What follows belongs to an exercise in optimizing a design on an open flow for small area, a short achievable clock period and few clock cycles per item; a production flow would make more cautious choices.
No functional check of the RTL was part of this run.

[flow/run.sh]
#!/bin/bash
# Own layout flow: the standard flow, with the port buffers made from
# sky130_fd_sc_hd__buf_1 cells instead of the default cell.
set -e
cp standard.sh standard_sh.txt
echo "export BUFFER_PORTS_ARGS = -buffer_cell sky130_fd_sc_hd__buf_1" >> config.mk
bash standard.sh > standard.log 2>&1
[standard.sh]
#!/bin/bash
# synth_recipe.tcl (not shown) runs the flow's synth.tcl, then flattens the netlist and writes it again
# the make line also repeats each setting of config.mk as NAME=value (left out here)
make -C /OpenROAD-flow-scripts/flow DESIGN_CONFIG=/design/flow/config.mk WORK_HOME=/design/flow/orfs CLKGATE_MAP_FILE= SYNTH_SCRIPT=/design/flow/synth_recipe.tcl "${@:-finish}"
[config.mk]
export PLATFORM = sky130hd
export DESIGN_NAME = booth_multiplier
export DESIGN_NICKNAME = booth_multiplier
export VERILOG_FILES = /design/flow/design.v
export SDC_FILE = /design/flow/constraint.sdc
export NUM_CORES = 4
export LEC_CHECK = 0
export CAP_MARGIN = 20
export CORE_MARGIN = 2
export CORE_UTILIZATION = 60
export SETUP_SLACK_MARGIN = 3.0
export SLEW_MARGIN = 20
export SYNTH_HIERARCHICAL = 1
export SYNTH_MINIMUM_KEEP_SIZE = 0
export BUFFER_PORTS_ARGS = -buffer_cell sky130_fd_sc_hd__buf_1
[constraint.sdc]
create_clock -name core_clock -period 6.0 [get_ports {clk}]
set_input_delay 1.2000 -clock core_clock [delete_from_list [all_inputs] [get_ports {clk}]]
set_output_delay 1.2000 -clock core_clock [all_outputs]
set_load 0.01 [all_outputs]
[design.v]
module booth_multiplier #(
    parameter int N = 64
)(
    input  logic                    clk,
    input  logic                    rst,
    input  logic                    start,
    input  logic signed [N-1:0]     multiplicand,
    input  logic signed [N-1:0]     multiplier,
    output logic signed [(2*N)-1:0] product,
    output logic                    done
);
    logic [63:0]   M;           
    logic [63:0]   Q;           
    logic [65:0]   S, C;        
    logic [7:0]    SL, CL;      
    logic [3:0]    one, two, ng;       
    logic [3:0]    oneb, twob, ngb;    
    logic          first;       
    logic [2:0]    cnt;
    logic          busy, fin;
    logic [8:0]    lsum;
    logic          cout_g;
    assign lsum   = {1'b0, SL} + {1'b0, CL};
    assign cout_g = first ? 1'b0 : lsum[8];
    function automatic logic [2:0] recode(input logic [2:0] b);
        recode[2] = b[1] ^ b[0];
        recode[1] = (b[2] & ~b[1] & ~b[0]) | (~b[2] & b[1] & b[0]);
        recode[0] = b[2];
    endfunction
    logic [8:0] nb;       
    logic [3:0] one_n, two_n, ng_n;
    always_comb begin
        if (start) nb = {multiplier[7:0], 1'b0};
        else       nb = Q[15:7];
        for (int j = 0; j < 4; j++)
            {one_n[j], two_n[j], ng_n[j]} = recode(nb[2*j +: 3]);
    end
    logic [65:0] pp0;
    logic [65:0] pp1;
    logic [65:0] pp2;
    logic [65:0] pp3;
    always_comb begin
        pp0[0] = ng[0] ^ (one[0] & M[0]);
        for (int i = 1; i < 33; i++) pp0[i] = ng[0] ^ ((one[0] & M[i]) | (two[0] & M[i-1]));
        for (int i = 33; i < 64; i++) pp0[i] = ngb[0] ^ ((oneb[0] & M[i]) | (twob[0] & M[i-1]));
        pp0[64] = ngb[0] ^ ((oneb[0] | twob[0]) & M[63]);
        pp0[65] = ~pp0[64];
        pp1[0] = ng[1] ^ (one[1] & M[0]);
        for (int i = 1; i < 33; i++) pp1[i] = ng[1] ^ ((one[1] & M[i]) | (two[1] & M[i-1]));
        for (int i = 33; i < 64; i++) pp1[i] = ngb[1] ^ ((oneb[1] & M[i]) | (twob[1] & M[i-1]));
        pp1[64] = ngb[1] ^ ((oneb[1] | twob[1]) & M[63]);
        pp1[65] = ~pp1[64];
        pp2[0] = ng[2] ^ (one[2] & M[0]);
        for (int i = 1; i < 33; i++) pp2[i] = ng[2] ^ ((one[2] & M[i]) | (two[2] & M[i-1]));
        for (int i = 33; i < 64; i++) pp2[i] = ngb[2] ^ ((oneb[2] & M[i]) | (twob[2] & M[i-1]));
        pp2[64] = ngb[2] ^ ((oneb[2] | twob[2]) & M[63]);
        pp2[65] = ~pp2[64];
        pp3[0] = ng[3] ^ (one[3] & M[0]);
        for (int i = 1; i < 33; i++) pp3[i] = ng[3] ^ ((one[3] & M[i]) | (two[3] & M[i-1]));
        for (int i = 33; i < 64; i++) pp3[i] = ngb[3] ^ ((oneb[3] & M[i]) | (twob[3] & M[i-1]));
        pp3[64] = ngb[3] ^ ((oneb[3] | twob[3]) & M[63]);
        pp3[65] = ~pp3[64];
    end
    logic [65:0] Sg, Cg, C_INIT;
    always_comb begin
        C_INIT = '0;
        C_INIT[65] = 1'b1;
        for (int i = 0; i < 32; i++) C_INIT[2*i] = Q[2*i+1];
    end
    assign Sg = first ? '0 : S;
    assign Cg = first ? C_INIT : C;
    logic hs0, hc0, fs1, fc1, fs2, fc2, hs3, hc3;
    logic fs4, fc4, fs5, fc5, fs6, fc6, fs7, fc7;
    logic fs8, fc8, fs9, fc9, fs10, fc10, fs11, fc11;
    logic fs12, fc12, fs13, fc13, fs14, fc14, fs15, fc15;
    logic fs16, fc16, fs17, fc17, fs18, fc18, fs19, fc19;
    logic fs20, fc20, fs21, fc21, fs22, fc22, fs23, fc23;
    logic fs24, fc24, fs25, fc25, fs26, fc26, fs27, fc27;
    logic fs28, fc28, fs29, fc29, fs30, fc30, fs31, fc31;
    logic fs32, fc32, fs33, fc33, fs34, fc34, fs35, fc35;
    logic fs36, fc36, fs37, fc37, fs38, fc38, fs39, fc39;
    logic fs40, fc40, fs41, fc41, fs42, fc42, fs43, fc43;
    logic fs44, fc44, fs45, fc45, fs46, fc46, fs47, fc47;
    logic fs48, fc48, fs49, fc49, fs50, fc50, fs51, fc51;
    logic fs52, fc52, fs53, fc53, fs54, fc54, fs55, fc55;
    logic fs56, fc56, fs57, fc57, fs58, fc58, fs59, fc59;
    logic fs60, fc60, fs61, fc61, fs62, fc62, fs63, fc63;
    logic fs64, fc64, fs65, fc65, fs66, fc66, fs67, fc67;
    logic fs68, fc68, fs69, fc69, fs70, fc70, fs71, fc71;
    logic fs72, fc72, fs73, fc73, fs74, fc74, fs75, fc75;
    logic fs76, fc76, fs77, fc77, fs78, fc78, fs79, fc79;
    logic fs80, fc80, fs81, fc81, fs82, fc82, fs83, fc83;
    logic fs84, fc84, fs85, fc85, fs86, fc86, fs87, fc87;
    logic fs88, fc88, fs89, fc89, fs90, fc90, fs91, fc91;
    logic fs92, fc92, fs93, fc93, fs94, fc94, fs95, fc95;
    logic fs96, fc96, fs97, fc97, fs98, fc98, fs99, fc99;
    logic fs100, fc100, fs101, fc101, fs102, fc102, fs103, fc103;
    logic fs104, fc104, fs105, fc105, fs106, fc106, fs107, fc107;
    logic fs108, fc108, fs109, fc109, fs110, fc110, fs111, fc111;
    logic fs112, fc112, fs113, fc113, fs114, fc114, fs115, fc115;
    logic fs116, fc116, fs117, fc117, fs118, fc118, fs119, fc119;
    logic fs120, fc120, fs121, fc121, fs122, fc122, hs123, hc123;
    logic hs124, hc124, fs125, fc125, fs126, fc126, fs127, fc127;
    logic fs128, fc128, fs129, fc129, fs130, fc130, fs131, fc131;
    logic fs132, fc132, fs133, fc133, fs134, fc134, fs135, fc135;
    logic fs136, fc136, fs137, fc137, fs138, fc138, fs139, fc139;
    logic fs140, fc140, fs141, fc141, fs142, fc142, fs143, fc143;
    logic fs144, fc144, fs145, fc145, fs146, fc146, fs147, fc147;
    logic fs148, fc148, fs149, fc149, fs150, fc150, fs151, fc151;
    logic fs152, fc152, fs153, fc153, fs154, fc154, fs155, fc155;
    logic fs156, fc156, fs157, fc157, fs158, fc158, fs159, fc159;
    logic fs160, fc160, fs161, fc161, fs162, fc162, fs163, fc163;
    logic fs164, fc164, fs165, fc165, fs166, fc166, fs167, fc167;
    logic fs168, fc168, fs169, fc169, fs170, fc170, fs171, fc171;
    logic fs172, fc172, fs173, fc173, fs174, fc174, fs175, fc175;
    logic fs176, fc176, fs177, fc177, fs178, fc178, fs179, fc179;
    logic fs180, fc180, fs181, fc181, fs182, fc182, fs183, fc183;
    logic fs184, fc184, fs185, fc185, fs186, fc186, fs187, fc187;
    logic fs188, fc188, fs189, fc189, fs190, fc190, hs191, hc191;
    logic hs192, hc192, fs193, fc193, fs194, fc194, fs195, fc195;
    logic fs196, fc196, fs197, fc197, fs198, fc198, fs199, fc199;
    logic fs200, fc200, fs201, fc201, fs202, fc202, fs203, fc203;
    logic fs204, fc204, fs205, fc205, fs206, fc206, fs207, fc207;
    logic fs208, fc208, fs209, fc209, fs210, fc210, fs211, fc211;
    logic fs212, fc212, fs213, fc213, fs214, fc214, fs215, fc215;
    logic fs216, fc216, fs217, fc217, fs218, fc218, fs219, fc219;
    logic fs220, fc220, fs221, fc221, fs222, fc222, fs223, fc223;
    logic fs224, fc224, fs225, fc225, fs226, fc226, fs227, fc227;
    logic fs228, fc228, fs229, fc229, fs230, fc230, fs231, fc231;
    logic fs232, fc232, fs233, fc233, fs234, fc234, fs235, fc235;
    logic fs236, fc236, fs237, fc237, fs238, fc238, fs239, fc239;
    logic fs240, fc240, fs241, fc241, fs242, fc242, fs243, fc243;
    logic fs244, fc244, fs245, fc245, fs246, fc246, fs247, fc247;
    logic fs248, fc248, fs249, fc249, fs250, fc250, fs251, fc251;
    logic fs252, fc252, fs253, fc253, fs254, fc254, fs255, fc255;
    logic fs256, fc256, fs257, fc257, fs258, fc258, fs259, fc259;
    logic fs260, fc260, fs261, fc261, hs262, hc262;
    bm_ha u_hs0 (.a(Sg[4]), .b(Cg[4]), .s(hs0), .co(hc0));
    bm_fa u_fs1 (.a(Sg[5]), .b(Cg[5]), .c(pp0[5]), .s(fs1), .co(fc1));
    bm_fa u_fs2 (.a(Sg[6]), .b(Cg[6]), .c(pp0[6]), .s(fs2), .co(fc2));
    bm_ha u_hs3 (.a(pp1[4]), .b(pp2[2]), .s(hs3), .co(hc3));
    bm_fa u_fs4 (.a(Sg[7]), .b(Cg[7]), .c(pp0[7]), .s(fs4), .co(fc4));
    bm_fa u_fs5 (.a(pp1[5]), .b(pp2[3]), .c(pp3[1]), .s(fs5), .co(fc5));
    bm_fa u_fs6 (.a(Sg[8]), .b(Cg[8]), .c(pp0[8]), .s(fs6), .co(fc6));
    bm_fa u_fs7 (.a(pp1[6]), .b(pp2[4]), .c(pp3[2]), .s(fs7), .co(fc7));
    bm_fa u_fs8 (.a(Sg[9]), .b(Cg[9]), .c(pp0[9]), .s(fs8), .co(fc8));
    bm_fa u_fs9 (.a(pp1[7]), .b(pp2[5]), .c(pp3[3]), .s(fs9), .co(fc9));
    bm_fa u_fs10 (.a(Sg[10]), .b(Cg[10]), .c(pp0[10]), .s(fs10), .co(fc10));
    bm_fa u_fs11 (.a(pp1[8]), .b(pp2[6]), .c(pp3[4]), .s(fs11), .co(fc11));
    bm_fa u_fs12 (.a(Sg[11]), .b(Cg[11]), .c(pp0[11]), .s(fs12), .co(fc12));
    bm_fa u_fs13 (.a(pp1[9]), .b(pp2[7]), .c(pp3[5]), .s(fs13), .co(fc13));
    bm_fa u_fs14 (.a(Sg[12]), .b(Cg[12]), .c(pp0[12]), .s(fs14), .co(fc14));
    bm_fa u_fs15 (.a(pp1[10]), .b(pp2[8]), .c(pp3[6]), .s(fs15), .co(fc15));
    bm_fa u_fs16 (.a(Sg[13]), .b(Cg[13]), .c(pp0[13]), .s(fs16), .co(fc16));
    bm_fa u_fs17 (.a(pp1[11]), .b(pp2[9]), .c(pp3[7]), .s(fs17), .co(fc17));
    bm_fa u_fs18 (.a(Sg[14]), .b(Cg[14]), .c(pp0[14]), .s(fs18), .co(fc18));
    bm_fa u_fs19 (.a(pp1[12]), .b(pp2[10]), .c(pp3[8]), .s(fs19), .co(fc19));
    bm_fa u_fs20 (.a(Sg[15]), .b(Cg[15]), .c(pp0[15]), .s(fs20), .co(fc20));
    bm_fa u_fs21 (.a(pp1[13]), .b(pp2[11]), .c(pp3[9]), .s(fs21), .co(fc21));
    bm_fa u_fs22 (.a(Sg[16]), .b(Cg[16]), .c(pp0[16]), .s(fs22), .co(fc22));
    bm_fa u_fs23 (.a(pp1[14]), .b(pp2[12]), .c(pp3[10]), .s(fs23), .co(fc23));
    bm_fa u_fs24 (.a(Sg[17]), .b(Cg[17]), .c(pp0[17]), .s(fs24), .co(fc24));
    bm_fa u_fs25 (.a(pp1[15]), .b(pp2[13]), .c(pp3[11]), .s(fs25), .co(fc25));
    bm_fa u_fs26 (.a(Sg[18]), .b(Cg[18]), .c(pp0[18]), .s(fs26), .co(fc26));
    bm_fa u_fs27 (.a(pp1[16]), .b(pp2[14]), .c(pp3[12]), .s(fs27), .co(fc27));
    bm_fa u_fs28 (.a(Sg[19]), .b(Cg[19]), .c(pp0[19]), .s(fs28), .co(fc28));
    bm_fa u_fs29 (.a(pp1[17]), .b(pp2[15]), .c(pp3[13]), .s(fs29), .co(fc29));
    bm_fa u_fs30 (.a(Sg[20]), .b(Cg[20]), .c(pp0[20]), .s(fs30), .co(fc30));
    bm_fa u_fs31 (.a(pp1[18]), .b(pp2[16]), .c(pp3[14]), .s(fs31), .co(fc31));
    bm_fa u_fs32 (.a(Sg[21]), .b(Cg[21]), .c(pp0[21]), .s(fs32), .co(fc32));
    bm_fa u_fs33 (.a(pp1[19]), .b(pp2[17]), .c(pp3[15]), .s(fs33), .co(fc33));
    bm_fa u_fs34 (.a(Sg[22]), .b(Cg[22]), .c(pp0[22]), .s(fs34), .co(fc34));
    bm_fa u_fs35 (.a(pp1[20]), .b(pp2[18]), .c(pp3[16]), .s(fs35), .co(fc35));
    bm_fa u_fs36 (.a(Sg[23]), .b(Cg[23]), .c(pp0[23]), .s(fs36), .co(fc36));
    bm_fa u_fs37 (.a(pp1[21]), .b(pp2[19]), .c(pp3[17]), .s(fs37), .co(fc37));
    bm_fa u_fs38 (.a(Sg[24]), .b(Cg[24]), .c(pp0[24]), .s(fs38), .co(fc38));
    bm_fa u_fs39 (.a(pp1[22]), .b(pp2[20]), .c(pp3[18]), .s(fs39), .co(fc39));
    bm_fa u_fs40 (.a(Sg[25]), .b(Cg[25]), .c(pp0[25]), .s(fs40), .co(fc40));
    bm_fa u_fs41 (.a(pp1[23]), .b(pp2[21]), .c(pp3[19]), .s(fs41), .co(fc41));
    bm_fa u_fs42 (.a(Sg[26]), .b(Cg[26]), .c(pp0[26]), .s(fs42), .co(fc42));
    bm_fa u_fs43 (.a(pp1[24]), .b(pp2[22]), .c(pp3[20]), .s(fs43), .co(fc43));
    bm_fa u_fs44 (.a(Sg[27]), .b(Cg[27]), .c(pp0[27]), .s(fs44), .co(fc44));
    bm_fa u_fs45 (.a(pp1[25]), .b(pp2[23]), .c(pp3[21]), .s(fs45), .co(fc45));
    bm_fa u_fs46 (.a(Sg[28]), .b(Cg[28]), .c(pp0[28]), .s(fs46), .co(fc46));
    bm_fa u_fs47 (.a(pp1[26]), .b(pp2[24]), .c(pp3[22]), .s(fs47), .co(fc47));
    bm_fa u_fs48 (.a(Sg[29]), .b(Cg[29]), .c(pp0[29]), .s(fs48), .co(fc48));
    bm_fa u_fs49 (.a(pp1[27]), .b(pp2[25]), .c(pp3[23]), .s(fs49), .co(fc49));
    bm_fa u_fs50 (.a(Sg[30]), .b(Cg[30]), .c(pp0[30]), .s(fs50), .co(fc50));
    bm_fa u_fs51 (.a(pp1[28]), .b(pp2[26]), .c(pp3[24]), .s(fs51), .co(fc51));
    bm_fa u_fs52 (.a(Sg[31]), .b(Cg[31]), .c(pp0[31]), .s(fs52), .co(fc52));
    bm_fa u_fs53 (.a(pp1[29]), .b(pp2[27]), .c(pp3[25]), .s(fs53), .co(fc53));
    bm_fa u_fs54 (.a(Sg[32]), .b(Cg[32]), .c(pp0[32]), .s(fs54), .co(fc54));
    bm_fa u_fs55 (.a(pp1[30]), .b(pp2[28]), .c(pp3[26]), .s(fs55), .co(fc55));
    bm_fa u_fs56 (.a(Sg[33]), .b(Cg[33]), .c(pp0[33]), .s(fs56), .co(fc56));
    bm_fa u_fs57 (.a(pp1[31]), .b(pp2[29]), .c(pp3[27]), .s(fs57), .co(fc57));
    bm_fa u_fs58 (.a(Sg[34]), .b(Cg[34]), .c(pp0[34]), .s(fs58), .co(fc58));
    bm_fa u_fs59 (.a(pp1[32]), .b(pp2[30]), .c(pp3[28]), .s(fs59), .co(fc59));
    bm_fa u_fs60 (.a(Sg[35]), .b(Cg[35]), .c(pp0[35]), .s(fs60), .co(fc60));
    bm_fa u_fs61 (.a(pp1[33]), .b(pp2[31]), .c(pp3[29]), .s(fs61), .co(fc61));
    bm_fa u_fs62 (.a(Sg[36]), .b(Cg[36]), .c(pp0[36]), .s(fs62), .co(fc62));
    bm_fa u_fs63 (.a(pp1[34]), .b(pp2[32]), .c(pp3[30]), .s(fs63), .co(fc63));
    bm_fa u_fs64 (.a(Sg[37]), .b(Cg[37]), .c(pp0[37]), .s(fs64), .co(fc64));
    bm_fa u_fs65 (.a(pp1[35]), .b(pp2[33]), .c(pp3[31]), .s(fs65), .co(fc65));
    bm_fa u_fs66 (.a(Sg[38]), .b(Cg[38]), .c(pp0[38]), .s(fs66), .co(fc66));
    bm_fa u_fs67 (.a(pp1[36]), .b(pp2[34]), .c(pp3[32]), .s(fs67), .co(fc67));
    bm_fa u_fs68 (.a(Sg[39]), .b(Cg[39]), .c(pp0[39]), .s(fs68), .co(fc68));
    bm_fa u_fs69 (.a(pp1[37]), .b(pp2[35]), .c(pp3[33]), .s(fs69), .co(fc69));
    bm_fa u_fs70 (.a(Sg[40]), .b(Cg[40]), .c(pp0[40]), .s(fs70), .co(fc70));
    bm_fa u_fs71 (.a(pp1[38]), .b(pp2[36]), .c(pp3[34]), .s(fs71), .co(fc71));
    bm_fa u_fs72 (.a(Sg[41]), .b(Cg[41]), .c(pp0[41]), .s(fs72), .co(fc72));
    bm_fa u_fs73 (.a(pp1[39]), .b(pp2[37]), .c(pp3[35]), .s(fs73), .co(fc73));
    bm_fa u_fs74 (.a(Sg[42]), .b(Cg[42]), .c(pp0[42]), .s(fs74), .co(fc74));
    bm_fa u_fs75 (.a(pp1[40]), .b(pp2[38]), .c(pp3[36]), .s(fs75), .co(fc75));
    bm_fa u_fs76 (.a(Sg[43]), .b(Cg[43]), .c(pp0[43]), .s(fs76), .co(fc76));
    bm_fa u_fs77 (.a(pp1[41]), .b(pp2[39]), .c(pp3[37]), .s(fs77), .co(fc77));
    bm_fa u_fs78 (.a(Sg[44]), .b(Cg[44]), .c(pp0[44]), .s(fs78), .co(fc78));
    bm_fa u_fs79 (.a(pp1[42]), .b(pp2[40]), .c(pp3[38]), .s(fs79), .co(fc79));
    bm_fa u_fs80 (.a(Sg[45]), .b(Cg[45]), .c(pp0[45]), .s(fs80), .co(fc80));
    bm_fa u_fs81 (.a(pp1[43]), .b(pp2[41]), .c(pp3[39]), .s(fs81), .co(fc81));
    bm_fa u_fs82 (.a(Sg[46]), .b(Cg[46]), .c(pp0[46]), .s(fs82), .co(fc82));
    bm_fa u_fs83 (.a(pp1[44]), .b(pp2[42]), .c(pp3[40]), .s(fs83), .co(fc83));
    bm_fa u_fs84 (.a(Sg[47]), .b(Cg[47]), .c(pp0[47]), .s(fs84), .co(fc84));
    bm_fa u_fs85 (.a(pp1[45]), .b(pp2[43]), .c(pp3[41]), .s(fs85), .co(fc85));
    bm_fa u_fs86 (.a(Sg[48]), .b(Cg[48]), .c(pp0[48]), .s(fs86), .co(fc86));
    bm_fa u_fs87 (.a(pp1[46]), .b(pp2[44]), .c(pp3[42]), .s(fs87), .co(fc87));
    bm_fa u_fs88 (.a(Sg[49]), .b(Cg[49]), .c(pp0[49]), .s(fs88), .co(fc88));
    bm_fa u_fs89 (.a(pp1[47]), .b(pp2[45]), .c(pp3[43]), .s(fs89), .co(fc89));
    bm_fa u_fs90 (.a(Sg[50]), .b(Cg[50]), .c(pp0[50]), .s(fs90), .co(fc90));
    bm_fa u_fs91 (.a(pp1[48]), .b(pp2[46]), .c(pp3[44]), .s(fs91), .co(fc91));
    bm_fa u_fs92 (.a(Sg[51]), .b(Cg[51]), .c(pp0[51]), .s(fs92), .co(fc92));
    bm_fa u_fs93 (.a(pp1[49]), .b(pp2[47]), .c(pp3[45]), .s(fs93), .co(fc93));
    bm_fa u_fs94 (.a(Sg[52]), .b(Cg[52]), .c(pp0[52]), .s(fs94), .co(fc94));
    bm_fa u_fs95 (.a(pp1[50]), .b(pp2[48]), .c(pp3[46]), .s(fs95), .co(fc95));
    bm_fa u_fs96 (.a(Sg[53]), .b(Cg[53]), .c(pp0[53]), .s(fs96), .co(fc96));
    bm_fa u_fs97 (.a(pp1[51]), .b(pp2[49]), .c(pp3[47]), .s(fs97), .co(fc97));
    bm_fa u_fs98 (.a(Sg[54]), .b(Cg[54]), .c(pp0[54]), .s(fs98), .co(fc98));
    bm_fa u_fs99 (.a(pp1[52]), .b(pp2[50]), .c(pp3[48]), .s(fs99), .co(fc99));
    bm_fa u_fs100 (.a(Sg[55]), .b(Cg[55]), .c(pp0[55]), .s(fs100), .co(fc100));
    bm_fa u_fs101 (.a(pp1[53]), .b(pp2[51]), .c(pp3[49]), .s(fs101), .co(fc101));
    bm_fa u_fs102 (.a(Sg[56]), .b(Cg[56]), .c(pp0[56]), .s(fs102), .co(fc102));
    bm_fa u_fs103 (.a(pp1[54]), .b(pp2[52]), .c(pp3[50]), .s(fs103), .co(fc103));
    bm_fa u_fs104 (.a(Sg[57]), .b(Cg[57]), .c(pp0[57]), .s(fs104), .co(fc104));
    bm_fa u_fs105 (.a(pp1[55]), .b(pp2[53]), .c(pp3[51]), .s(fs105), .co(fc105));
    bm_fa u_fs106 (.a(Sg[58]), .b(Cg[58]), .c(pp0[58]), .s(fs106), .co(fc106));
    bm_fa u_fs107 (.a(pp1[56]), .b(pp2[54]), .c(pp3[52]), .s(fs107), .co(fc107));
    bm_fa u_fs108 (.a(Sg[59]), .b(Cg[59]), .c(pp0[59]), .s(fs108), .co(fc108));
    bm_fa u_fs109 (.a(pp1[57]), .b(pp2[55]), .c(pp3[53]), .s(fs109), .co(fc109));
    bm_fa u_fs110 (.a(Sg[60]), .b(Cg[60]), .c(pp0[60]), .s(fs110), .co(fc110));
    bm_fa u_fs111 (.a(pp1[58]), .b(pp2[56]), .c(pp3[54]), .s(fs111), .co(fc111));
    bm_fa u_fs112 (.a(Sg[61]), .b(Cg[61]), .c(pp0[61]), .s(fs112), .co(fc112));
    bm_fa u_fs113 (.a(pp1[59]), .b(pp2[57]), .c(pp3[55]), .s(fs113), .co(fc113));
    bm_fa u_fs114 (.a(Sg[62]), .b(Cg[62]), .c(pp0[62]), .s(fs114), .co(fc114));
    bm_fa u_fs115 (.a(pp1[60]), .b(pp2[58]), .c(pp3[56]), .s(fs115), .co(fc115));
    bm_fa u_fs116 (.a(Sg[63]), .b(Cg[63]), .c(pp0[63]), .s(fs116), .co(fc116));
    bm_fa u_fs117 (.a(pp1[61]), .b(pp2[59]), .c(pp3[57]), .s(fs117), .co(fc117));
    bm_fa u_fs118 (.a(Sg[64]), .b(Cg[64]), .c(pp0[64]), .s(fs118), .co(fc118));
    bm_fa u_fs119 (.a(pp1[62]), .b(pp2[60]), .c(pp3[58]), .s(fs119), .co(fc119));
    bm_fa u_fs120 (.a(Sg[65]), .b(Cg[65]), .c(pp0[65]), .s(fs120), .co(fc120));
    bm_fa u_fs121 (.a(pp1[63]), .b(pp2[61]), .c(pp3[59]), .s(fs121), .co(fc121));
    bm_fa u_fs122 (.a(pp1[64]), .b(pp2[62]), .c(pp3[60]), .s(fs122), .co(fc122));
    bm_ha u_hs123 (.a(Sg[0]), .b(Cg[0]), .s(hs123), .co(hc123));
    bm_ha u_hs124 (.a(Sg[1]), .b(Cg[1]), .s(hs124), .co(hc124));
    bm_fa u_fs125 (.a(Sg[2]), .b(Cg[2]), .c(pp0[2]), .s(fs125), .co(fc125));
    bm_fa u_fs126 (.a(Sg[3]), .b(Cg[3]), .c(pp0[3]), .s(fs126), .co(fc126));
    bm_fa u_fs127 (.a(hs0), .b(pp0[4]), .c(pp1[2]), .s(fs127), .co(fc127));
    bm_fa u_fs128 (.a(hc0), .b(fs1), .c(pp1[3]), .s(fs128), .co(fc128));
    bm_fa u_fs129 (.a(fc1), .b(fs2), .c(hs3), .s(fs129), .co(fc129));
    bm_fa u_fs130 (.a(fc2), .b(hc3), .c(fs4), .s(fs130), .co(fc130));
    bm_fa u_fs131 (.a(fc4), .b(fc5), .c(fs6), .s(fs131), .co(fc131));
    bm_fa u_fs132 (.a(fc6), .b(fc7), .c(fs8), .s(fs132), .co(fc132));
    bm_fa u_fs133 (.a(fc8), .b(fc9), .c(fs10), .s(fs133), .co(fc133));
    bm_fa u_fs134 (.a(fc10), .b(fc11), .c(fs12), .s(fs134), .co(fc134));
    bm_fa u_fs135 (.a(fc12), .b(fc13), .c(fs14), .s(fs135), .co(fc135));
    bm_fa u_fs136 (.a(fc14), .b(fc15), .c(fs16), .s(fs136), .co(fc136));
    bm_fa u_fs137 (.a(fc16), .b(fc17), .c(fs18), .s(fs137), .co(fc137));
    bm_fa u_fs138 (.a(fc18), .b(fc19), .c(fs20), .s(fs138), .co(fc138));
    bm_fa u_fs139 (.a(fc20), .b(fc21), .c(fs22), .s(fs139), .co(fc139));
    bm_fa u_fs140 (.a(fc22), .b(fc23), .c(fs24), .s(fs140), .co(fc140));
    bm_fa u_fs141 (.a(fc24), .b(fc25), .c(fs26), .s(fs141), .co(fc141));
    bm_fa u_fs142 (.a(fc26), .b(fc27), .c(fs28), .s(fs142), .co(fc142));
    bm_fa u_fs143 (.a(fc28), .b(fc29), .c(fs30), .s(fs143), .co(fc143));
    bm_fa u_fs144 (.a(fc30), .b(fc31), .c(fs32), .s(fs144), .co(fc144));
    bm_fa u_fs145 (.a(fc32), .b(fc33), .c(fs34), .s(fs145), .co(fc145));
    bm_fa u_fs146 (.a(fc34), .b(fc35), .c(fs36), .s(fs146), .co(fc146));
    bm_fa u_fs147 (.a(fc36), .b(fc37), .c(fs38), .s(fs147), .co(fc147));
    bm_fa u_fs148 (.a(fc38), .b(fc39), .c(fs40), .s(fs148), .co(fc148));
    bm_fa u_fs149 (.a(fc40), .b(fc41), .c(fs42), .s(fs149), .co(fc149));
    bm_fa u_fs150 (.a(fc42), .b(fc43), .c(fs44), .s(fs150), .co(fc150));
    bm_fa u_fs151 (.a(fc44), .b(fc45), .c(fs46), .s(fs151), .co(fc151));
    bm_fa u_fs152 (.a(fc46), .b(fc47), .c(fs48), .s(fs152), .co(fc152));
    bm_fa u_fs153 (.a(fc48), .b(fc49), .c(fs50), .s(fs153), .co(fc153));
    bm_fa u_fs154 (.a(fc50), .b(fc51), .c(fs52), .s(fs154), .co(fc154));
    bm_fa u_fs155 (.a(fc52), .b(fc53), .c(fs54), .s(fs155), .co(fc155));
    bm_fa u_fs156 (.a(fc54), .b(fc55), .c(fs56), .s(fs156), .co(fc156));
    bm_fa u_fs157 (.a(fc56), .b(fc57), .c(fs58), .s(fs157), .co(fc157));
    bm_fa u_fs158 (.a(fc58), .b(fc59), .c(fs60), .s(fs158), .co(fc158));
    bm_fa u_fs159 (.a(fc60), .b(fc61), .c(fs62), .s(fs159), .co(fc159));
    bm_fa u_fs160 (.a(fc62), .b(fc63), .c(fs64), .s(fs160), .co(fc160));
    bm_fa u_fs161 (.a(fc64), .b(fc65), .c(fs66), .s(fs161), .co(fc161));
    bm_fa u_fs162 (.a(fc66), .b(fc67), .c(fs68), .s(fs162), .co(fc162));
    bm_fa u_fs163 (.a(fc68), .b(fc69), .c(fs70), .s(fs163), .co(fc163));
    bm_fa u_fs164 (.a(fc70), .b(fc71), .c(fs72), .s(fs164), .co(fc164));
    bm_fa u_fs165 (.a(fc72), .b(fc73), .c(fs74), .s(fs165), .co(fc165));
    bm_fa u_fs166 (.a(fc74), .b(fc75), .c(fs76), .s(fs166), .co(fc166));
    bm_fa u_fs167 (.a(fc76), .b(fc77), .c(fs78), .s(fs167), .co(fc167));
    bm_fa u_fs168 (.a(fc78), .b(fc79), .c(fs80), .s(fs168), .co(fc168));
    bm_fa u_fs169 (.a(fc80), .b(fc81), .c(fs82), .s(fs169), .co(fc169));
    bm_fa u_fs170 (.a(fc82), .b(fc83), .c(fs84), .s(fs170), .co(fc170));
    bm_fa u_fs171 (.a(fc84), .b(fc85), .c(fs86), .s(fs171), .co(fc171));
    bm_fa u_fs172 (.a(fc86), .b(fc87), .c(fs88), .s(fs172), .co(fc172));
    bm_fa u_fs173 (.a(fc88), .b(fc89), .c(fs90), .s(fs173), .co(fc173));
    bm_fa u_fs174 (.a(fc90), .b(fc91), .c(fs92), .s(fs174), .co(fc174));
    bm_fa u_fs175 (.a(fc92), .b(fc93), .c(fs94), .s(fs175), .co(fc175));
    bm_fa u_fs176 (.a(fc94), .b(fc95), .c(fs96), .s(fs176), .co(fc176));
    bm_fa u_fs177 (.a(fc96), .b(fc97), .c(fs98), .s(fs177), .co(fc177));
    bm_fa u_fs178 (.a(fc98), .b(fc99), .c(fs100), .s(fs178), .co(fc178));
    bm_fa u_fs179 (.a(fc100), .b(fc101), .c(fs102), .s(fs179), .co(fc179));
    bm_fa u_fs180 (.a(fc102), .b(fc103), .c(fs104), .s(fs180), .co(fc180));
    bm_fa u_fs181 (.a(fc104), .b(fc105), .c(fs106), .s(fs181), .co(fc181));
    bm_fa u_fs182 (.a(fc106), .b(fc107), .c(fs108), .s(fs182), .co(fc182));
    bm_fa u_fs183 (.a(fc108), .b(fc109), .c(fs110), .s(fs183), .co(fc183));
    bm_fa u_fs184 (.a(fc110), .b(fc111), .c(fs112), .s(fs184), .co(fc184));
    bm_fa u_fs185 (.a(fc112), .b(fc113), .c(fs114), .s(fs185), .co(fc185));
    bm_fa u_fs186 (.a(fc114), .b(fc115), .c(fs116), .s(fs186), .co(fc186));
    bm_fa u_fs187 (.a(fc116), .b(fc117), .c(fs118), .s(fs187), .co(fc187));
    bm_fa u_fs188 (.a(fc118), .b(fc119), .c(fs120), .s(fs188), .co(fc188));
    bm_fa u_fs189 (.a(fc120), .b(fc121), .c(fs122), .s(fs189), .co(fc189));
    bm_fa u_fs190 (.a(fc122), .b(pp1[65]), .c(pp2[63]), .s(fs190), .co(fc190));
    bm_ha u_hs191 (.a(pp2[64]), .b(pp3[62]), .s(hs191), .co(hc191));
    bm_ha u_hs192 (.a(hs123), .b(pp0[0]), .s(hs192), .co(hc192));
    bm_fa u_fs193 (.a(hc123), .b(hs124), .c(pp0[1]), .s(fs193), .co(fc193));
    bm_fa u_fs194 (.a(hc124), .b(fs125), .c(pp1[0]), .s(fs194), .co(fc194));
    bm_fa u_fs195 (.a(fc125), .b(fs126), .c(pp1[1]), .s(fs195), .co(fc195));
    bm_fa u_fs196 (.a(fc126), .b(fs127), .c(pp2[0]), .s(fs196), .co(fc196));
    bm_fa u_fs197 (.a(fc127), .b(fs128), .c(pp2[1]), .s(fs197), .co(fc197));
    bm_fa u_fs198 (.a(fc128), .b(fs129), .c(pp3[0]), .s(fs198), .co(fc198));
    bm_fa u_fs199 (.a(fc129), .b(fs130), .c(fs5), .s(fs199), .co(fc199));
    bm_fa u_fs200 (.a(fc130), .b(fs131), .c(fs7), .s(fs200), .co(fc200));
    bm_fa u_fs201 (.a(fc131), .b(fs132), .c(fs9), .s(fs201), .co(fc201));
    bm_fa u_fs202 (.a(fc132), .b(fs133), .c(fs11), .s(fs202), .co(fc202));
    bm_fa u_fs203 (.a(fc133), .b(fs134), .c(fs13), .s(fs203), .co(fc203));
    bm_fa u_fs204 (.a(fc134), .b(fs135), .c(fs15), .s(fs204), .co(fc204));
    bm_fa u_fs205 (.a(fc135), .b(fs136), .c(fs17), .s(fs205), .co(fc205));
    bm_fa u_fs206 (.a(fc136), .b(fs137), .c(fs19), .s(fs206), .co(fc206));
    bm_fa u_fs207 (.a(fc137), .b(fs138), .c(fs21), .s(fs207), .co(fc207));
    bm_fa u_fs208 (.a(fc138), .b(fs139), .c(fs23), .s(fs208), .co(fc208));
    bm_fa u_fs209 (.a(fc139), .b(fs140), .c(fs25), .s(fs209), .co(fc209));
    bm_fa u_fs210 (.a(fc140), .b(fs141), .c(fs27), .s(fs210), .co(fc210));
    bm_fa u_fs211 (.a(fc141), .b(fs142), .c(fs29), .s(fs211), .co(fc211));
    bm_fa u_fs212 (.a(fc142), .b(fs143), .c(fs31), .s(fs212), .co(fc212));
    bm_fa u_fs213 (.a(fc143), .b(fs144), .c(fs33), .s(fs213), .co(fc213));
    bm_fa u_fs214 (.a(fc144), .b(fs145), .c(fs35), .s(fs214), .co(fc214));
    bm_fa u_fs215 (.a(fc145), .b(fs146), .c(fs37), .s(fs215), .co(fc215));
    bm_fa u_fs216 (.a(fc146), .b(fs147), .c(fs39), .s(fs216), .co(fc216));
    bm_fa u_fs217 (.a(fc147), .b(fs148), .c(fs41), .s(fs217), .co(fc217));
    bm_fa u_fs218 (.a(fc148), .b(fs149), .c(fs43), .s(fs218), .co(fc218));
    bm_fa u_fs219 (.a(fc149), .b(fs150), .c(fs45), .s(fs219), .co(fc219));
    bm_fa u_fs220 (.a(fc150), .b(fs151), .c(fs47), .s(fs220), .co(fc220));
    bm_fa u_fs221 (.a(fc151), .b(fs152), .c(fs49), .s(fs221), .co(fc221));
    bm_fa u_fs222 (.a(fc152), .b(fs153), .c(fs51), .s(fs222), .co(fc222));
    bm_fa u_fs223 (.a(fc153), .b(fs154), .c(fs53), .s(fs223), .co(fc223));
    bm_fa u_fs224 (.a(fc154), .b(fs155), .c(fs55), .s(fs224), .co(fc224));
    bm_fa u_fs225 (.a(fc155), .b(fs156), .c(fs57), .s(fs225), .co(fc225));
    bm_fa u_fs226 (.a(fc156), .b(fs157), .c(fs59), .s(fs226), .co(fc226));
    bm_fa u_fs227 (.a(fc157), .b(fs158), .c(fs61), .s(fs227), .co(fc227));
    bm_fa u_fs228 (.a(fc158), .b(fs159), .c(fs63), .s(fs228), .co(fc228));
    bm_fa u_fs229 (.a(fc159), .b(fs160), .c(fs65), .s(fs229), .co(fc229));
    bm_fa u_fs230 (.a(fc160), .b(fs161), .c(fs67), .s(fs230), .co(fc230));
    bm_fa u_fs231 (.a(fc161), .b(fs162), .c(fs69), .s(fs231), .co(fc231));
    bm_fa u_fs232 (.a(fc162), .b(fs163), .c(fs71), .s(fs232), .co(fc232));
    bm_fa u_fs233 (.a(fc163), .b(fs164), .c(fs73), .s(fs233), .co(fc233));
    bm_fa u_fs234 (.a(fc164), .b(fs165), .c(fs75), .s(fs234), .co(fc234));
    bm_fa u_fs235 (.a(fc165), .b(fs166), .c(fs77), .s(fs235), .co(fc235));
    bm_fa u_fs236 (.a(fc166), .b(fs167), .c(fs79), .s(fs236), .co(fc236));
    bm_fa u_fs237 (.a(fc167), .b(fs168), .c(fs81), .s(fs237), .co(fc237));
    bm_fa u_fs238 (.a(fc168), .b(fs169), .c(fs83), .s(fs238), .co(fc238));
    bm_fa u_fs239 (.a(fc169), .b(fs170), .c(fs85), .s(fs239), .co(fc239));
    bm_fa u_fs240 (.a(fc170), .b(fs171), .c(fs87), .s(fs240), .co(fc240));
    bm_fa u_fs241 (.a(fc171), .b(fs172), .c(fs89), .s(fs241), .co(fc241));
    bm_fa u_fs242 (.a(fc172), .b(fs173), .c(fs91), .s(fs242), .co(fc242));
    bm_fa u_fs243 (.a(fc173), .b(fs174), .c(fs93), .s(fs243), .co(fc243));
    bm_fa u_fs244 (.a(fc174), .b(fs175), .c(fs95), .s(fs244), .co(fc244));
    bm_fa u_fs245 (.a(fc175), .b(fs176), .c(fs97), .s(fs245), .co(fc245));
    bm_fa u_fs246 (.a(fc176), .b(fs177), .c(fs99), .s(fs246), .co(fc246));
    bm_fa u_fs247 (.a(fc177), .b(fs178), .c(fs101), .s(fs247), .co(fc247));
    bm_fa u_fs248 (.a(fc178), .b(fs179), .c(fs103), .s(fs248), .co(fc248));
    bm_fa u_fs249 (.a(fc179), .b(fs180), .c(fs105), .s(fs249), .co(fc249));
    bm_fa u_fs250 (.a(fc180), .b(fs181), .c(fs107), .s(fs250), .co(fc250));
    bm_fa u_fs251 (.a(fc181), .b(fs182), .c(fs109), .s(fs251), .co(fc251));
    bm_fa u_fs252 (.a(fc182), .b(fs183), .c(fs111), .s(fs252), .co(fc252));
    bm_fa u_fs253 (.a(fc183), .b(fs184), .c(fs113), .s(fs253), .co(fc253));
    bm_fa u_fs254 (.a(fc184), .b(fs185), .c(fs115), .s(fs254), .co(fc254));
    bm_fa u_fs255 (.a(fc185), .b(fs186), .c(fs117), .s(fs255), .co(fc255));
    bm_fa u_fs256 (.a(fc186), .b(fs187), .c(fs119), .s(fs256), .co(fc256));
    bm_fa u_fs257 (.a(fc187), .b(fs188), .c(fs121), .s(fs257), .co(fc257));
    bm_fa u_fs258 (.a(fc188), .b(fs189), .c(1'b1), .s(fs258), .co(fc258));
    bm_fa u_fs259 (.a(fc189), .b(fs190), .c(pp3[61]), .s(fs259), .co(fc259));
    bm_fa u_fs260 (.a(fc190), .b(hs191), .c(1'b1), .s(fs260), .co(fc260));
    bm_fa u_fs261 (.a(hc191), .b(pp2[65]), .c(pp3[63]), .s(fs261), .co(fc261));
    bm_ha u_hs262 (.a(pp3[64]), .b(1'b1), .s(hs262), .co(hc262));
    logic [65:0] S_t, C_t;
    logic [7:0] SL_t, CL_t;
    assign SL_t[0] = hs192;
    assign CL_t[0] = cout_g;
    assign SL_t[1] = hc192;
    assign CL_t[1] = fs193;
    assign SL_t[2] = fc193;
    assign CL_t[2] = fs194;
    assign SL_t[3] = fc194;
    assign CL_t[3] = fs195;
    assign SL_t[4] = fc195;
    assign CL_t[4] = fs196;
    assign SL_t[5] = fc196;
    assign CL_t[5] = fs197;
    assign SL_t[6] = fc197;
    assign CL_t[6] = fs198;
    assign SL_t[7] = fc198;
    assign CL_t[7] = fs199;
    assign S_t[0] = fc199;
    assign C_t[0] = fs200;
    assign S_t[1] = fc200;
    assign C_t[1] = fs201;
    assign S_t[2] = fc201;
    assign C_t[2] = fs202;
    assign S_t[3] = fc202;
    assign C_t[3] = fs203;
    assign S_t[4] = fc203;
    assign C_t[4] = fs204;
    assign S_t[5] = fc204;
    assign C_t[5] = fs205;
    assign S_t[6] = fc205;
    assign C_t[6] = fs206;
    assign S_t[7] = fc206;
    assign C_t[7] = fs207;
    assign S_t[8] = fc207;
    assign C_t[8] = fs208;
    assign S_t[9] = fc208;
    assign C_t[9] = fs209;
    assign S_t[10] = fc209;
    assign C_t[10] = fs210;
    assign S_t[11] = fc210;
    assign C_t[11] = fs211;
    assign S_t[12] = fc211;
    assign C_t[12] = fs212;
    assign S_t[13] = fc212;
    assign C_t[13] = fs213;
    assign S_t[14] = fc213;
    assign C_t[14] = fs214;
    assign S_t[15] = fc214;
    assign C_t[15] = fs215;
    assign S_t[16] = fc215;
    assign C_t[16] = fs216;
    assign S_t[17] = fc216;
    assign C_t[17] = fs217;
    assign S_t[18] = fc217;
    assign C_t[18] = fs218;
    assign S_t[19] = fc218;
    assign C_t[19] = fs219;
    assign S_t[20] = fc219;
    assign C_t[20] = fs220;
    assign S_t[21] = fc220;
    assign C_t[21] = fs221;
    assign S_t[22] = fc221;
    assign C_t[22] = fs222;
    assign S_t[23] = fc222;
    assign C_t[23] = fs223;
    assign S_t[24] = fc223;
    assign C_t[24] = fs224;
    assign S_t[25] = fc224;
    assign C_t[25] = fs225;
    assign S_t[26] = fc225;
    assign C_t[26] = fs226;
    assign S_t[27] = fc226;
    assign C_t[27] = fs227;
    assign S_t[28] = fc227;
    assign C_t[28] = fs228;
    assign S_t[29] = fc228;
    assign C_t[29] = fs229;
    assign S_t[30] = fc229;
    assign C_t[30] = fs230;
    assign S_t[31] = fc230;
    assign C_t[31] = fs231;
    assign S_t[32] = fc231;
    assign C_t[32] = fs232;
    assign S_t[33] = fc232;
    assign C_t[33] = fs233;
    assign S_t[34] = fc233;
    assign C_t[34] = fs234;
    assign S_t[35] = fc234;
    assign C_t[35] = fs235;
    assign S_t[36] = fc235;
    assign C_t[36] = fs236;
    assign S_t[37] = fc236;
    assign C_t[37] = fs237;
    assign S_t[38] = fc237;
    assign C_t[38] = fs238;
    assign S_t[39] = fc238;
    assign C_t[39] = fs239;
    assign S_t[40] = fc239;
    assign C_t[40] = fs240;
    assign S_t[41] = fc240;
    assign C_t[41] = fs241;
    assign S_t[42] = fc241;
    assign C_t[42] = fs242;
    assign S_t[43] = fc242;
    assign C_t[43] = fs243;
    assign S_t[44] = fc243;
    assign C_t[44] = fs244;
    assign S_t[45] = fc244;
    assign C_t[45] = fs245;
    assign S_t[46] = fc245;
    assign C_t[46] = fs246;
    assign S_t[47] = fc246;
    assign C_t[47] = fs247;
    assign S_t[48] = fc247;
    assign C_t[48] = fs248;
    assign S_t[49] = fc248;
    assign C_t[49] = fs249;
    assign S_t[50] = fc249;
    assign C_t[50] = fs250;
    assign S_t[51] = fc250;
    assign C_t[51] = fs251;
    assign S_t[52] = fc251;
    assign C_t[52] = fs252;
    assign S_t[53] = fc252;
    assign C_t[53] = fs253;
    assign S_t[54] = fc253;
    assign C_t[54] = fs254;
    assign S_t[55] = fc254;
    assign C_t[55] = fs255;
    assign S_t[56] = fc255;
    assign C_t[56] = fs256;
    assign S_t[57] = fc256;
    assign C_t[57] = fs257;
    assign S_t[58] = fc257;
    assign C_t[58] = fs258;
    assign S_t[59] = fc258;
    assign C_t[59] = fs259;
    assign S_t[60] = fc259;
    assign C_t[60] = fs260;
    assign S_t[61] = fc260;
    assign C_t[61] = fs261;
    assign S_t[62] = fc261;
    assign C_t[62] = hs262;
    assign S_t[63] = hc262;
    assign C_t[63] = pp3[65];
    assign S_t[64] = 1'b1;
    assign C_t[64] = 1'b0;
    assign S_t[65] = 1'b0;
    assign C_t[65] = 1'b0;
    logic [71:0] cpa;
    assign cpa = {S[63:0], SL} + {C[63:0], CL};
    always_ff @(posedge clk) begin
        if (start) begin
            M   <= multiplicand;
            Q   <= multiplier;
            cnt <= '0;
        end else if (busy) begin
            Q   <= {lsum[7:0], Q[63:8]};
            cnt <= cnt + 1'b1;
        end else if (fin) begin
            Q   <= {cpa[7:0], Q[63:8]};
            M   <= cpa[71:8];
        end
        S  <= S_t;
        C  <= C_t;
        SL <= SL_t;
        CL <= CL_t;
        if (start || busy) begin
            one <= one_n;
            two <= two_n;
            ng  <= ng_n;
        end
        oneb <= one_n;
        twob <= two_n;
        ngb  <= ng_n;
    end
    always_ff @(posedge clk or posedge rst) begin
        if (rst) begin
            busy  <= 1'b0;
            fin   <= 1'b0;
            done  <= 1'b0;
            first <= 1'b0;
        end else begin
            first <= start;
            if (start) begin
                busy <= 1'b1;
                fin  <= 1'b0;
                done <= 1'b0;
            end else begin
                if (busy && cnt == 7) begin
                    busy <= 1'b0;
                    fin  <= 1'b1;
                end
                if (fin) begin
                    fin  <= 1'b0;
                    done <= 1'b1;
                end
            end
        end
    end
    assign product = {M, Q};
endmodule
module bm_fa (input logic a, input logic b, input logic c, output logic s, output logic co);
    assign s  = a ^ b ^ c;
    assign co = (a & b) | (a & c) | (b & c);
endmodule
module bm_ha (input logic a, input logic b, output logic s, output logic co);
    assign s  = a ^ b;
    assign co = a & b;
endmodule
==> flow_summary.yaml <==
routing:
  drc_errors: 0
  routedWlPerCell_um: 25.6
  postRouteAntennaNets: 0
  vias: 19600
  dr.pass1.iters: 5
  viasPerCell: 6.43
  routed_wl_um: 78200
  drt-initial-drc-count: 1953
synth:
  synth_edf_count: 140
  synth_area_um2: 24800
  ys_types: 75
  ys_seq_area_frac: 0.301
  syn_area_per_cell_um2: 10.6
  synthesis.instances: 2339
  yosys_warnings: 7
  ys_ff_latch: 303
  synth_flop_cell: "dfxtp_1"
  async_reset_ff_frac: 0.0132
status:
  outcome: "timing/DRC/antenna clean"
cts:
  cts.reportedPaths.clkPinSlew_ns: 0.07
  clk_latency_ns: 0.56
  cts_root_buf: "clkbuf_16"
  cts_tree: "yes"
  clock-sinks: 303
  clk_path_buf_depth: 3
  numCtsBuffers: 37
  htree_levels: 2
  hold_buffers: 0
setup_path:
  path_class: "flop to flop"
  cp-startpoint: "CL[0]"
  cp_data_arrival_time_ns: 3.54
  start_kind: "flop"
  cp-end-kind: "flop"
  crit_fanout: 4
  regToRegStartpoint: "CL[0]"
  worstPathRequired_ns: 6.30
sta:
  report.final.slew_viol_count: 0
  fmax_mhz: 309
  clock_skew_ns: 0.0240
  final-setup-viol-count: 0
  slew_headroom: 0.249
  worst_slew_pin_slew_ns: 1.13
  finalCritPeriodShare: 0.540
  rsz0062_at_grt: "yes"
  finalHoldViolations: 0
  fin_crit_ns: 3.24
  setup_tns_ns: 0
placed_design:
  io_buffers: 259
  dpl_cell_area_um2: 25800
  hpwlAfterDp_um: 55500
  globalplace.congestion: 0.955
floorplanning:
  pin_count: 260
  initial_core_util: 0.608
  rows: 74
  die-width_um: 207
  die_h_um: 207
  die-area_um2: 43000
  coreArea_um2: 40800
layout:
  fin_util: 0.692
  fillCellCount: 3175
  area_growth_pct: 13.8
  stdcell_area_um2: 28300
  fin_nets: 2956
  drive_gt1_frac: 0.141
run:
  max_cap_viol_count: 0
global_routing:
  grt_use_total: 0.359
  grt_pass1_vias: 19900
  grt_pass1_wl_um: 119000
  grt_max_degree: 124
  gr-total-overflow: 0
  antenna_found_initial: 3
worst_hold_path:
  hp-class: "input pin to async pin"
synthesized netlist by cell type, types with 17 or more instances:
library cell / n / share of area
a21oi_1: 92 / 0.019
o21ai_0: 103 / 0.021
buf_1: 18 / 0.0027
edfxtp_1: 140 / 0.17
inv_1: 45 / 0.0068
mux2_2: 85 / 0.039
nor3_1: 22 / 0.0044
ha_1: 80 / 0.040
clkbuf_2: 60 / 0.012
nor2b_1: 102 / 0.026
nand2_1: 140 / 0.021
nand4_1: 17 / 0.0043
nand3_1: 17 / 0.0034
a22oi_1: 253 / 0.076
xnor2_1: 291 / 0.10
nor2_1: 66 / 0.010
xor2_1: 23 / 0.0081
a21o_1: 43 / 0.013
clkbuf_1: 118 / 0.018
fa_1: 257 / 0.21
dfxtp_1: 159 / 0.13
final timing paths:
check	endpoint	slack, ns	cells after the start
worst max-delay path	M[52]	2.76	14
worst min-delay path	first	0.48	2
worst max register to register	M[52]	2.76	14
worst min register to register	fin	0.52	1
max in group asynchronous	first	5.35	2
min in group core_clock	fin	0.52	1
logic make-up (layout without fill, tap and decap cells):
kind of cell | after synthesis | count (layout) | share of synthesized area
AO/OA/AOI/OAI | 618 | 618 | 0.172
adder cells (fa/ha/maj) | 337 | 337 | 0.247
AND/OR/NAND/NOR | 414 | 414 | 0.0828
other | 2 | 6 | 0.000302
XOR/XNOR | 314 | 314 | 0.111
flip-flops | 303 | 303 | 0.301
multiplexers | 93 | 93 | 0.0418
buffers and inverters | 258 | 433 | 0.0435
per-module statistics from Yosys, one instance, submodules excluded:
module            times used  cells inside
booth_multiplier           1          2076
bm_ha                      7             1
bm_fa                    256             1
critical path, stage by stage, from the launching register on:
cell       delay, ns
dfxtp_2         0.34
ha_4            0.14
inv_2           0.04
fa_2            0.38
nor2b_4         0.16
o2111ai_4       0.19
buf_4           0.19
a21o_1          0.21
a211oi_4        0.28
o211ai_1        0.23
a21oi_2         0.33
o21ai_2         0.14
buf_4           0.15
a21oi_1         0.14
a311oi_1        0.06
placed cells by master (no fill, tap or decap), types with 46 or more instances in the layout:
| cell type | Yosys | layout |
|---|---|---|
| a21oi_1 | 92 | 78 |
| a22oi_1 | 253 | 253 |
| buf_1 | 18 | 258 |
| buf_4 | 6 | 48 |
| dfxtp_1 | 159 | 139 |
| edfxtp_1 | 140 | 140 |
| fa_1 | 257 | 256 |
| ha_1 | 80 | 46 |
| mux2_2 | 85 | 85 |
| nand2_1 | 140 | 135 |
| nor2_1 | 66 | 66 |
| nor2b_1 | 102 | 101 |
| o21ai_0 | 103 | 84 |
| xnor2_1 | 291 | 286 |
flip-flops by register name, indices dropped and copies added, names as in the netlist, 3 cells and up:
signal / cells
oneb: 4
Q: 64
M: 64
twob: 4
SL: 8
ngb: 4
ng: 4
S: 64
cnt: 3
C: 64
two: 4
one: 4
CL: 8
layer usage:
layer	track usage	wire, µm
met5	0	0
met2	0.575	36900
met4	0.125	2840
met3	0.0610	6760
met1	0.497	31700
metrics by stage:
stage	worst slack, ns	hold WS (ns)	cells
after floorplan	3.05	0.465	2342
final	2.76	0.481	3050
after CTS	2.93	0.464	3027
after detailed placement	2.32	0.513	2941
after global placement	2.40	0.480	2941
after global routing	2.67	0.479	3050
timing repair:
action | 4_1_cts | 5_1_grt
hold endpoints to repair | 0 | 0
setup buffers | 17 | 21
gates cloned | 1 | 0
resized for setup | 92 | 105
pin swaps | 29 | 54
endpoints found under the setup margin | 128 | 65
area by class of cell:
class,count,area (µm²),share of cell area
clock inverter,16,146,0.00518
tap,532,666,0.0235
antenna,1,2.50,0.0000885
timing repair inverter,1,5.00,0.000177
clock buffer,52,1070,0.0377
sequential,303,7530,0.266
inverter,45,173,0.00611
timing repair buffer,319,1550,0.0548
multi-input combinational,1781,17100,0.606

what the ideal ports hide:
No port has a modelled driver above. Below, the same layout with a new extraction and two added sets of constraints. Step 1: set_driving_cell puts a clkbuf_16 on clk and a buf_2 on each other input, an assumption about the parent block. Step 2 times the ports against the registers' clock, not the clock port: input delays grow and output delays shrink by t, the midpoint of the rising clock arrivals with the driver on. Three values: no drivers, after step 1, after step 2; two values: the first two.
shift t [ns]: 0.602
setup slack, ns: 2.759 / 2.759 / 2.711
slew at the worst register clock pin (ns): 0.07 / 0.07
After both steps this run still meets setup and hold. For this run, drivers alone change the setup slack by 0.000 ns; drivers and shift together by -0.048 ns.
